Context: an optimization exercise on an open-source flow, tuned for small area. The choices shown serve that exercise and are no tape-out recipe.
In this exercise RTL edits were held to simulation tests only and were not proved equivalent to the original.

`design/flow/config.mk`:
```
export PLATFORM = sky130hd
export DESIGN_NAME = fir_csm
export DESIGN_NICKNAME = fir_csm
export VERILOG_FILES = /design/flow/design.v
export SDC_FILE = /design/flow/constraint.sdc
export NUM_CORES = 4
export LEC_CHECK = 0
export CAP_MARGIN = 20
export CORE_MARGIN = 2
export CORE_UTILIZATION = 40
export PLACE_DENSITY = 0.6
export SLEW_MARGIN = 20
```
`design/flow/constraint.sdc`:
```
create_clock -name core_clock -period 10.0 [get_ports {clk}]
set_input_delay 2.0000 -clock core_clock [delete_from_list [all_inputs] [get_ports {clk}]]
set_output_delay 2.0000 -clock core_clock [all_outputs]
set_load 0.01 [all_outputs]
```
`design/flow/design.v`:
```
`timescale 1ns / 1ps
module csm (
    input wire clk,
    input wire rst,
    input wire signed [15:0] x_in,
    input wire signed [16:0] coeff,
    output reg signed [31:0] y_out
);
    wire [15:0] abs_coeff = coeff[15:0];
    wire sign = coeff[16];
    wire signed [16:0] x = x_in;
    wire signed [16:0] x_s1 = x >>> 1;
    wire signed [16:0] x_s2 = x >>> 2;
    wire signed [16:0] bcs[0:7];
    assign bcs[0] = 0;
    assign bcs[1] = x_s2;
    assign bcs[2] = x_s1;
    assign bcs[3] = x_s1 + x_s2;
    assign bcs[4] = x;
    assign bcs[5] = x + x_s2;
    assign bcs[6] = x + x_s1;
    assign bcs[7] = x + x_s1 + x_s2;
    wire [2:0] sel[0:4];
    assign sel[0] = abs_coeff[15:13];
    assign sel[1] = abs_coeff[12:10];
    assign sel[2] = abs_coeff[9:7];
    assign sel[3] = abs_coeff[6:4];
    assign sel[4] = abs_coeff[3:1];
    wire sel6 = abs_coeff[0];
    reg signed [16:0] r[0:5];
    reg sign_s1;
    always @(posedge clk or posedge rst) begin
        if (rst) begin
            r[0] <= 0; r[1] <= 0; r[2] <= 0;
            r[3] <= 0; r[4] <= 0; r[5] <= 0;
            sign_s1 <= 0;
        end else begin
            r[0] <= bcs[sel[0]];
            r[1] <= bcs[sel[1]];
            r[2] <= bcs[sel[2]];
            r[3] <= bcs[sel[3]];
            r[4] <= bcs[sel[4]];
            r[5] <= sel6 ? bcs[4] : 0;
            sign_s1 <= sign;
        end
    end
    reg signed [31:0] sr[0:5];
    reg sign_s2;
    always @(posedge clk or posedge rst) begin
        if (rst) begin
            sr[0] <= 0; sr[1] <= 0; sr[2] <= 0;
            sr[3] <= 0; sr[4] <= 0; sr[5] <= 0;
            sign_s2 <= 0;
        end else begin
            sr[0] <= r[0] >>> 1;
            sr[1] <= r[1] >>> 4;
            sr[2] <= r[2] >>> 7;
            sr[3] <= r[3] >>> 10;
            sr[4] <= r[4] >>> 13;
            sr[5] <= r[5] >>> 16;
            sign_s2 <= sign_s1;
        end
    end
    wire signed [31:0] sum = sr[0] + sr[1] + sr[2] + sr[3] + sr[4] + sr[5];
    always @(posedge clk or posedge rst) begin
        if (rst)
            y_out <= 0;
        else
            y_out <= sign_s2 ? -sum : sum;
    end
endmodule
`timescale 1ns /1ps
module fir_csm #(
    parameter N = 16
)(
    input wire clk,
    input wire rst,
    input wire data_valid,
    input wire signed [15:0] x_in,
    output reg signed [31:0] y_out
);
     function automatic signed [16:0] get_coeff(input integer index);
    case (index)
        0: get_coeff = 17'b1_0000000010110100;
        1: get_coeff = 17'b0_0000000010100100;
        2: get_coeff = 17'b0_0000001101010111;
        3: get_coeff = 17'b1_0000000001110100;
        4: get_coeff = 17'b1_0000110110011101;
        5: get_coeff = 17'b1_0000011111000110;
        6: get_coeff = 17'b0_0010101110000011;
        7: get_coeff = 17'b0_0110011100001101;
        8: get_coeff = 17'b0_0110011100001101;
        9: get_coeff = 17'b0_0010101110000011;
        10: get_coeff = 17'b1_0000011111000110;
        11: get_coeff = 17'b1_0000110110011101;
        12: get_coeff = 17'b1_0000000001110100;
        13: get_coeff = 17'b0_0000001101010111;
        14: get_coeff = 17'b0_0000000010100100;
        15: get_coeff = 17'b1_0000000010110100;
        default: get_coeff = 17'sd0;
    endcase
endfunction
    reg signed [15:0] shift_reg[0:N-1];
 wire signed [15:0] gated_input [N-1:0];
generate
    for (genvar i = 0; i < N; i=i+1) begin : input_gate
        assign gated_input[i] = data_valid ? shift_reg[i] : 16'sd0;
    end
endgenerate
wire signed [31:0] tap_outputs [N-1:0];
generate
    for (genvar i = 0; i < N; i=i+1) begin : taps
    csm tap_inst (
        .clk(clk),
        .rst(rst),
        .x_in(gated_input[i]),
        .coeff(get_coeff(i)),
        .y_out(tap_outputs[i])
    );
end
endgenerate
    integer j;
    always @(posedge clk or posedge rst) begin
        if (rst) begin
            for (j = 0; j < N; j = j + 1)
                shift_reg[j] <= 0;
        end else if (data_valid) begin
            shift_reg[0] <= x_in;
            for (j = 1; j < N; j = j + 1)
                shift_reg[j] <= shift_reg[j-1];
        end
    end
    reg [2:0] valid_pipe;
    always @(posedge clk or posedge rst)
        if (rst) valid_pipe <= 0;
        else valid_pipe <= {valid_pipe[1:0], data_valid};
    integer k;
    reg signed [31:0] sum;
    always @(posedge clk or posedge rst) begin
        if (rst)
            y_out <= 0;
        else if (valid_pipe[2]) begin
            sum = 0;
            for (k = 0; k < N; k = k + 1)
                sum = sum + tap_outputs[k];
            y_out <= sum;
        end
    end
endmodule
```
`design/flow/run.sh`:
```
#!/bin/bash
# synth_recipe.tcl (not shown) runs the flow's synth.tcl, then flattens the netlist and writes it again
# the make line also repeats each setting of config.mk as NAME=value (left out here)
make -C /OpenROAD-flow-scripts/flow DESIGN_CONFIG=/design/flow/config.mk WORK_HOME=/design/flow/orfs CLKGATE_MAP_FILE= SYNTH_SCRIPT=/design/flow/synth_recipe.tcl finish
```
==> results.json, run 1 <==
{
  "outcome": "complete, no violations",
  "synth.top_cells.by_area": "dfrtp_1 41%, fa_1 18%, ha_1 10%, inv_1 4.5%, mux2_2 4.2%",
  "hold_viol_final": 0,
  "clock_skew_ns": 0.0361,
  "antennaDiodeCount": 0,
  "cp_common_cell": "fa_1",
  "drtIter0Drc": 2389,
  "finalNetCount": 7496,
  "multi_input_area_sq_um": 38600,
  "fp.dieH_um": 429,
  "first_pass_iters": 7,
  "post_cts_resized": 0,
  "core-area_sq_um": 179000,
  "worstHoldEndpoint": "taps[14].tap_inst.sr[2][6]$_DFF_PP0_",
  "cts_inserted_buffers": 134,
  "wl_um": 159000,
  "top_usage_layer": "met2",
  "via_count": 42700,
  "cts.sinks": 1195,
  "slowest_delay_ns": 0.93,
  "reg2reg_slack_ns": 2.73,
  "hold_path_startpoint": "taps[14].tap_inst.r[2][13]$_DFF_PP0_",
  "die_area_sq_um": 184000,
  "mostFrequentLayoutCells": "1194 x dfrtp_1, 858 x inv_1, 632 x fa_1",
  "finalSetupViolCount": 0,
  "regMostFlops": "taps.tap_inst.y_out",
  "final_common_cell": "dfrtp_1",
  "tightest_slew_ns": 1.10,
  "synthCells": 6147,
  "die_x_um": 429,
  "yosysSeqAreaShare": 0.414,
  "grt_max_degree": 162,
  "timing.final.crit_period_ns": 7.27,
  "grt_pass1_vias": 45200,
  "async_flop_share": 1.00,
  "fillCellCount": 16300,
  "crit_arrival_ns": 7.95,
  "syn_area_per_cell_sq_um": 11.7,
  "drc": 0,
  "timing.final.crit_share": 0.727,
  "io_pins": 51,
  "worstPathMaxFanout": 21,
  "cap_violations": 0,
  "critical_path.slowest_cell": "fa_1",
  "grt_antenna_before_repair": 3,
  "clk_path_buf_depth": 3,
  "yosysWarnings": 6,
  "gr-usage-met3": 0.0248,
  "postRouteAntennaNets": 0,
  "synth_seq_cells": 1195,
  "grt_pass1_wl_um": 258000,
  "cts-root-buf": "clkbuf_16",
  "detail_route.wl_per_cell_um": 18.2,
  "largestRegisters": "taps.tap_inst.y_out: 348 flops, taps.tap_inst.r: 278 flops, taps.tap_inst.sr: 278 flops",
  "overflow": 0,
  "htreeDepth": 4,
  "seq_area_sq_um": 29900,
  "maxSlewViolCount": 0,
  "clock.fmax_mhz": 138,
  "synth_ff_type": "dfrtp_1",
  "use_met2": 0.277,
  "initial_utilization": 0.404,
  "min_path_type": "reg2reg",
  "holdPathStages": 0,
  "cts_setup_buffers": 0,
  "rows": 155,
  "synthDistinctLibCells": 94,
  "synth_top_area_share": 0.414,
  "slew_headroom": 0.265,
  "syn_to_final_growth_pct": 11.0,
  "synth_edf_count": 0,
  "rsz0062_at_grt": "no",
  "r2r_start": "taps[14].tap_inst.y_out[30]$_DFF_PP0_",
  "grt.total_usage": 0.179,
  "r2r_cells": 21,
  "worstSetupPathType": "reg2reg",
  "worstPathRequired_ns": 10.68,
  "path_cells": "clkinv_1 -> fa_1 -> inv_1 -> fa_1 -> inv_1 -> fa_1 -> inv_1 -> fa_1 -> fa_1 -> inv_1 -> fa_1 -> inv_1 -> ha_1 -> a21oi_1 -> nand2b_1 -> a211o_1 -> nand3_1 -> a31oi_1 -> a311oi_1 -> xnor2_1 -> mux2_2",
  "reg2reg_to": "y_out[26]$_DFFE_PP0P_",
  "via_per_inst": 4.90,
  "syn_nets": 7391,
  "worstSetupEndpointType": "register",
  "start_kind": "register",
  "gp_congestion": 0.909,
  "dpl.hpwl_um": 125000,
  "clkSlewWorstSetupHoldPaths_ns": 0.06,
  "met1_usage": 0.258,
  "largest_reg_flops": 348,
  "finalSetupTns_ns": 0,
  "netlist_area_sq_um": 72200,
  "ctsHoldBuffers": 0,
  "cts_tree": "built",
  "clk_latency_ns": 0.80,
  "placement.io_buffers": 50,
  "synth.largest_area_cell": "dfrtp_1",
  "layout-drive-gt1-share": 0.0953
}
## critical path, delay by kind of cell, from the launching register on
kind                       cells  cell delay (ns)
AOI/OAI and AO/OA              4             1.14
muxes                          1             0.27
and+or+nand+nor                2             0.27
xor gates and xnor gates       1             0.10
DFF                            1             0.38
buffers and inverters          6             1.14
adders and majority gates      7             3.87
## Yosys cell counts (8+ instances only)
master and instances:
a21oi_1 295, o21ai_1 17, a211o_1 11, ha_1 593, a2111o_1 8, xnor2_1 306, dfrtp_1 1195, o2111ai_1 11
nand2b_1 37, nand3_1 57, a21boi_0 9, or3_1 37, and2_1 238, nand4_1 21, o211ai_1 18, fa_1 632
inv_1 862, o21ai_0 226, nor2b_1 44, o21bai_1 78, o21a_1 35, clkbuf_1 98, or2_2 32, a31oi_1 28
and3_1 17, a21o_1 127, nand2_1 306, nor2_1 170, nor3_1 59, xor2_1 99, nand3b_1 10, a211oi_1 33
mux2_2 272, o31ai_1 15
## logic make-up (layout without fill, tap and decap cells)
group / Yosys count / after routing / share of synthesized area
other: 1 / 1 / 0.0000520
AO/OA/AOI/OAI: 1004 / 1004 / 0.0886
buffers and inverters: 974 / 1189 / 0.0509
flip-flops: 1195 / 1195 / 0.414
multiplexers: 275 / 275 / 0.0429
XOR/XNOR: 405 / 405 / 0.0491
AND/OR/NAND/NOR: 1068 / 1068 / 0.0760
adder cells (fa/ha/maj): 1225 / 1225 / 0.278
## worst max-delay path by stage
stage                     slack (ns)                             startpoint  cells past startpoint                          end
after floorplan                -8.51                                    rst                      1  shift_reg[0][0]$_DFFE_PP0P_
after global placement          2.88   taps[1].tap_inst.y_out[30]$_DFF_PP0_                     19        y_out[31]$_DFFE_PP0P_
after detailed placement        2.83   taps[1].tap_inst.y_out[30]$_DFF_PP0_                     19        y_out[26]$_DFFE_PP0P_
after CTS                       2.83   taps[1].tap_inst.y_out[30]$_DFF_PP0_                     19        y_out[31]$_DFFE_PP0P_
after global routing            2.33  taps[13].tap_inst.y_out[30]$_DFF_PP0_                     21        y_out[26]$_DFFE_PP0P_
final                           2.73  taps[14].tap_inst.y_out[30]$_DFF_PP0_                     21        y_out[26]$_DFFE_PP0P_
## routing by layer
| layer | vias up | part of all wire |
|---|---|---|
| li1 | 20500 | - |
| met4 | 4 | 0.034 |
| met1 | 21400 | 0.48 |
| met5 | - | 0.00017 |
| met2 | 623 | 0.45 |
| met3 | 223 | 0.033 |
## final cells by class
class / count / share of cell area
multi-input cells: 3978 / 0.482
flip-flops and latches: 1195 / 0.373
clock buffers: 183 / 0.0483
inverters: 866 / 0.0406
well taps: 2355 / 0.0368
repair buffers: 77 / 0.0101
clock inverters: 63 / 0.00909
## through the flow
stage | hold slack, ns | cells | cell area, sq um | worst slack, ns | util
6_report | 0.329 | 8717 | 80100 | 2.73 | 0.448
5_1_grt | 0.333 | 8717 | 80100 | 2.33 | 0.448
4_1_cts | 0.335 | 8716 | 80100 | 2.83 | 0.448
3_5_place_dp | 0.335 | 8470 | 75500 | 2.83 | 0.422
3_3_place_gp | 0.331 | 8470 | 75500 | 2.88 | 0.422
2_1_floorplan | 0.331 | 6147 | 72200 | -8.51 | -
==> inputs of run 2 (changes only) <==
==> design/flow/design.v (replaced) <==
`timescale 1ns / 1ps
module csm #(
    parameter [16:0] COEFF = 17'd0
)(
    input  wire signed [15:0] x_in,
    output wire signed [17:0] p
);
    wire signed [16:0] x  = x_in;
    wire signed [16:0] x1 = x >>> 1;
    wire signed [16:0] x2 = x >>> 2;
    function automatic signed [16:0] bcs(input [2:0] k);
        bcs = (k[2] ? x : 17'sd0) + (k[1] ? x1 : 17'sd0) + (k[0] ? x2 : 17'sd0);
    endfunction
    wire signed [17:0] pm = (bcs(COEFF[15:13]) >>> 1) + (bcs(COEFF[12:10]) >>> 4)
                          + (bcs(COEFF[9:7]) >>> 7) + (bcs(COEFF[6:4]) >>> 10)
                          + (bcs(COEFF[3:1]) >>> 13) + ((COEFF[0] ? x : 17'sd0) >>> 16);
    assign p = COEFF[16] ? -pm : pm;
endmodule
`timescale 1ns / 1ps
module fir_csm #(
    parameter N = 16
)(
    input wire clk,
    input wire rst,
    input wire data_valid,
    input wire signed [15:0] x_in,
    output wire signed [31:0] y_out
);
    function automatic [16:0] get_coeff(input integer index);
        case (index)
            0: get_coeff = 17'b1_0000000010110100;
            1: get_coeff = 17'b0_0000000010100100;
            2: get_coeff = 17'b0_0000001101010111;
            3: get_coeff = 17'b1_0000000001110100;
            4: get_coeff = 17'b1_0000110110011101;
            5: get_coeff = 17'b1_0000011111000110;
            6: get_coeff = 17'b0_0010101110000011;
            7: get_coeff = 17'b0_0110011100001101;
            8: get_coeff = 17'b0_0110011100001101;
            9: get_coeff = 17'b0_0010101110000011;
            10: get_coeff = 17'b1_0000011111000110;
            11: get_coeff = 17'b1_0000110110011101;
            12: get_coeff = 17'b1_0000000001110100;
            13: get_coeff = 17'b0_0000001101010111;
            14: get_coeff = 17'b0_0000000010100100;
            15: get_coeff = 17'b1_0000000010110100;
            default: get_coeff = 17'd0;
        endcase
    endfunction
    function automatic integer rw(input integer k);
        case (k)
            0,1,2,3,4,5,6,7: rw = 17;
            8: rw = 16;
            9: rw = 15;
            10,11: rw = 13;
            12,13: rw = 11;
            14: rw = 9;
            default: rw = 8;
        endcase
    endfunction
    reg signed [15:0] xa, xb, xc;
    reg va, vb, vc;
    always @(posedge clk) begin
        xa <= x_in;
        xb <= xa;
        xc <= xb;
    end
    always @(posedge clk or posedge rst)
        if (rst) {va, vb, vc} <= 3'b0;
        else {va, vb, vc} <= {data_valid, va, vb};
    wire signed [17:0] p [0:N-1];
    wire signed [16:0] r [0:N];
    assign r[N] = 17'sd0;
    genvar i;
    generate
        for (i = 0; i < N; i = i + 1) begin : taps
            csm #(.COEFF(get_coeff(i))) mul (.x_in(xc), .p(p[i]));
            reg signed [rw(i)-1:0] acc;
            wire signed [16:0] nxt = r[i+1] + p[i];
            always @(posedge clk or posedge rst)
                if (rst) acc <= 0;
                else if (vc) acc <= nxt[rw(i)-1:0];
            assign r[i] = acc;
        end
    endgenerate
    reg signed [16:0] yr;
    always @(posedge clk or posedge rst)
        if (rst) yr <= 17'sd0;
        else if (vc) yr <= r[0];
    assign y_out = yr;
endmodule
==> results.json, run 2 <==
{
  "syn_area_per_cell_sq_um": 9.56,
  "dpl-instance-area_sq_um": 30500,
  "cts_tree": "built",
  "dpl.hpwl_um": 57100,
  "yosysMostFrequentCell": "ha_1",
  "synth_top_area_share": 0.217,
  "yosysSeqAreaShare": 0.251,
  "clk_latency_ns": 0.58,
  "netlist_area_sq_um": 29000,
  "synth_edf_count": 0,
  "finalNetCount": 3616,
  "critPathBufInv": 1,
  "cts-root-buf": "clkbuf_16",
  "die_x_um": 273,
  "via_per_inst": 5.45,
  "maxSlewViolCount": 0,
  "worstPathMaxFanout": 7,
  "clk_path_buf_depth": 3,
  "min_path_type": "reg2reg",
  "via_count": 22100,
  "post_cts_resized": 0,
  "cap_violations": 0,
  "htreeDepth": 2,
  "drc": 0,
  "tightest_slew_ns": 0.967,
  "largest_reg_flops": 232,
  "outcome": "complete, no violations",
  "worstHoldEndpoint": "xc[8]$_DFF_P_",
  "layout-drive-gt1-share": 0.100,
  "detail_route.wl_per_cell_um": 18.0,
  "timing.final.crit_period_ns": 9.03,
  "postRouteAntennaNets": 0,
  "cts_inserted_buffers": 40,
  "crit_arrival_ns": 9.47,
  "cp_top_family": "compound AO/OA/AOI/OAI gates",
  "critical_path.slowest_cell": "fa_1",
  "overflow": 0,
  "largestRegisters": "taps.acc: 232 flops, yr: 17 flops",
  "fp.dieH_um": 273,
  "r2r_cells": 36,
  "timing.final.crit_share": 0.903,
  "r2r_start": "xc[2]$_DFF_P_",
  "worstPathRequired_ns": 10.44,
  "grt_antenna_before_repair": 0,
  "io_pins": 51,
  "yosysWarnings": 9,
  "synth.largest_area_cell": "dfrtp_1",
  "first_pass_iters": 6,
  "syn_nets": 3577,
  "place_inst": 3981,
  "pre_cts_slack_ns": 1.12,
  "syn_to_final_growth_pct": 10.0,
  "finalSetupTns_ns": 0,
  "use_met2": 0.324,
  "hold_path_startpoint": "xb[8]$_DFF_P_",
  "async_flop_share": 0.840,
  "cts.sinks": 300,
  "grt.total_usage": 0.195,
  "die_area_sq_um": 74700,
  "slew_headroom": 0.354,
  "final_common_cell": "ha_1",
  "clock.fmax_mhz": 111,
  "mostFrequentLayoutCells": "415 x ha_1, 251 x dfrtp_1, 233 x xnor2_1",
  "regMostFlops": "taps.acc",
  "clock_skew_ns": 0.0264,
  "ctsHoldBuffers": 0,
  "rsz0062_at_grt": "no",
  "layout_setup_ws_ns": 0.971,
  "synth.top_cells.by_count": "415 x ha_1, 252 x dfrtp_1, 233 x xnor2_1",
  "grt_pass1_vias": 21700,
  "synth_seq_cells": 300,
  "gr-usage-met3": 0.0241,
  "hold_viol_final": 0,
  "cts_setup_buffers": 0,
  "grt_pass1_wl_um": 117000,
  "holdPathStages": 0,
  "met1_usage": 0.266,
  "worstSetupEndpointType": "register",
  "grt_max_degree": 149,
  "stdcell_count": 4051,
  "top_usage_layer": "met2",
  "core-area_sq_um": 71600,
  "slowest_delay_ns": 0.44,
  "wl_um": 73000,
  "synthDistinctLibCells": 80,
  "finalInstanceArea_sq_um": 31900,
  "antennaDiodeCount": 0,
  "finalSetupViolCount": 0,
  "clkSlewWorstSetupHoldPaths_ns": 0.06,
  "worstSetupPathType": "reg2reg",
  "cp_common_cell": "ha_1",
  "synth.top_cells.by_area": "dfrtp_1 22%, ha_1 18%, fa_1 7.5%, xnor2_1 7.0%, mux2_2 7.0%",
  "initial_utilization": 0.405,
  "rows": 98,
  "gp_congestion": 0.903,
  "placement.io_buffers": 50,
  "drtIter0Drc": 1166,
  "reg2reg_slack_ns": 0.97,
  "synth_ff_type": "dfrtp_1",
  "start_kind": "register",
  "synthCells": 3034,
  "reg2reg_to": "taps[6].acc[16]$_DFFE_PP0P_"
}
run 2: cell types whose count changed after synthesis, moves of 178 or more:
| cell | delta |
|---|---|
| dfrtp_1 | -943 |
| inv_1 | -666 |
| fa_1 | -523 |
| and2_1 | -227 |
| nand2_1 | -179 |
| ha_1 | -178 |
run 2: worst max-delay path by stage:
stage / startpoint / to / slack (ns) / cells after the start
after floorplan: xc[15]$_DFF_P_ / taps[6].acc[16]$_DFFE_PP0P_ / 0.76 / 23
after global placement: xc[2]$_DFF_P_ / taps[6].acc[16]$_DFFE_PP0P_ / 1.15 / 36
after detailed placement: xc[2]$_DFF_P_ / taps[6].acc[16]$_DFFE_PP0P_ / 1.12 / 36
after CTS: xc[2]$_DFF_P_ / taps[6].acc[16]$_DFFE_PP0P_ / 1.01 / 36
after global routing: xc[2]$_DFF_P_ / taps[6].acc[16]$_DFFE_PP0P_ / 0.39 / 36
final: xc[2]$_DFF_P_ / taps[6].acc[16]$_DFFE_PP0P_ / 0.97 / 36
run 2: layer usage:
metal	part of all wire	up-vias	wire length, um
li1	-	11100	-
met1	0.48	10600	35000
met2	0.46	320	33900
met3	0.030	101	2200
met4	0.026	0	1890
met5	0	-	0
run 2: area by class of cell:
type | count | area, sq um
Fill cell | 6998 | 39700
Multi-Input combinational cell | 2463 | 20700
Sequential cell | 300 | 7270
Clock buffer | 58 | 1190
Tap cell | 950 | 1190
Inverter | 197 | 747
Timing Repair Buffer | 71 | 671
Clock inverter | 12 | 175
run 2: logic make-up (layout without fill, tap and decap cells):
family          count (synthesis)  count (layout)  share of synthesized area
flops                         300             300                      0.251
fa+ha+maj                     524             524                      0.254
compound gates                786             786                      0.183
simple gates                  668             668                      0.111
xor+xnor                      303             303                     0.0934
mux                           182             182                     0.0706
buf+inv                       271             338                     0.0370
run 2: per-stage QoR:
stage,util,hold slack [ns]
3_3_place_gp,0.426,0.310
3_5_place_dp,0.426,0.312
6_report,0.446,0.316
5_1_grt,0.446,0.328
2_1_floorplan,-,0.310
4_1_cts,0.445,0.317

[afterwards: timing with drivers on the ports]
Ports are ideal in the flow. The routed layouts listed here were re-timed in OpenROAD. Step 1 (the two cells are an assumption about what drives the block):
set clk [get_ports {clk}]
set_driving_cell -lib_cell sky130_fd_sc_hd__clkbuf_16 $clk
set_driving_cell -lib_cell sky130_fd_sc_hd__buf_2 [delete_from_list [all_inputs] $clk]
Step 2, shift: input delay + t, output delay - t, t = (earliest + latest rising clock arrival at the registers) / 2. This alone moves slack from input paths to output paths. Three values: no drivers, after step 1, after step 2; two values: the first two.
| run | t, ns | setup WS [ns] | hold WS [ns] | worst setup path at the end | slew at the worst register clock pin (ns) |
|---|---|---|---|---|---|
| run 1 | 0.874 | 2.732 / 2.732 / 2.732 | 0.329 / 0.329 / 0.329 | register to register | 0.06 / 0.06 |
| run 2 | 0.631 | 0.971 / 0.971 / 0.971 | 0.316 / 0.316 / 0.316 | register to register | 0.07 / 0.07 |
After both steps setup and hold are still met in every run listed.
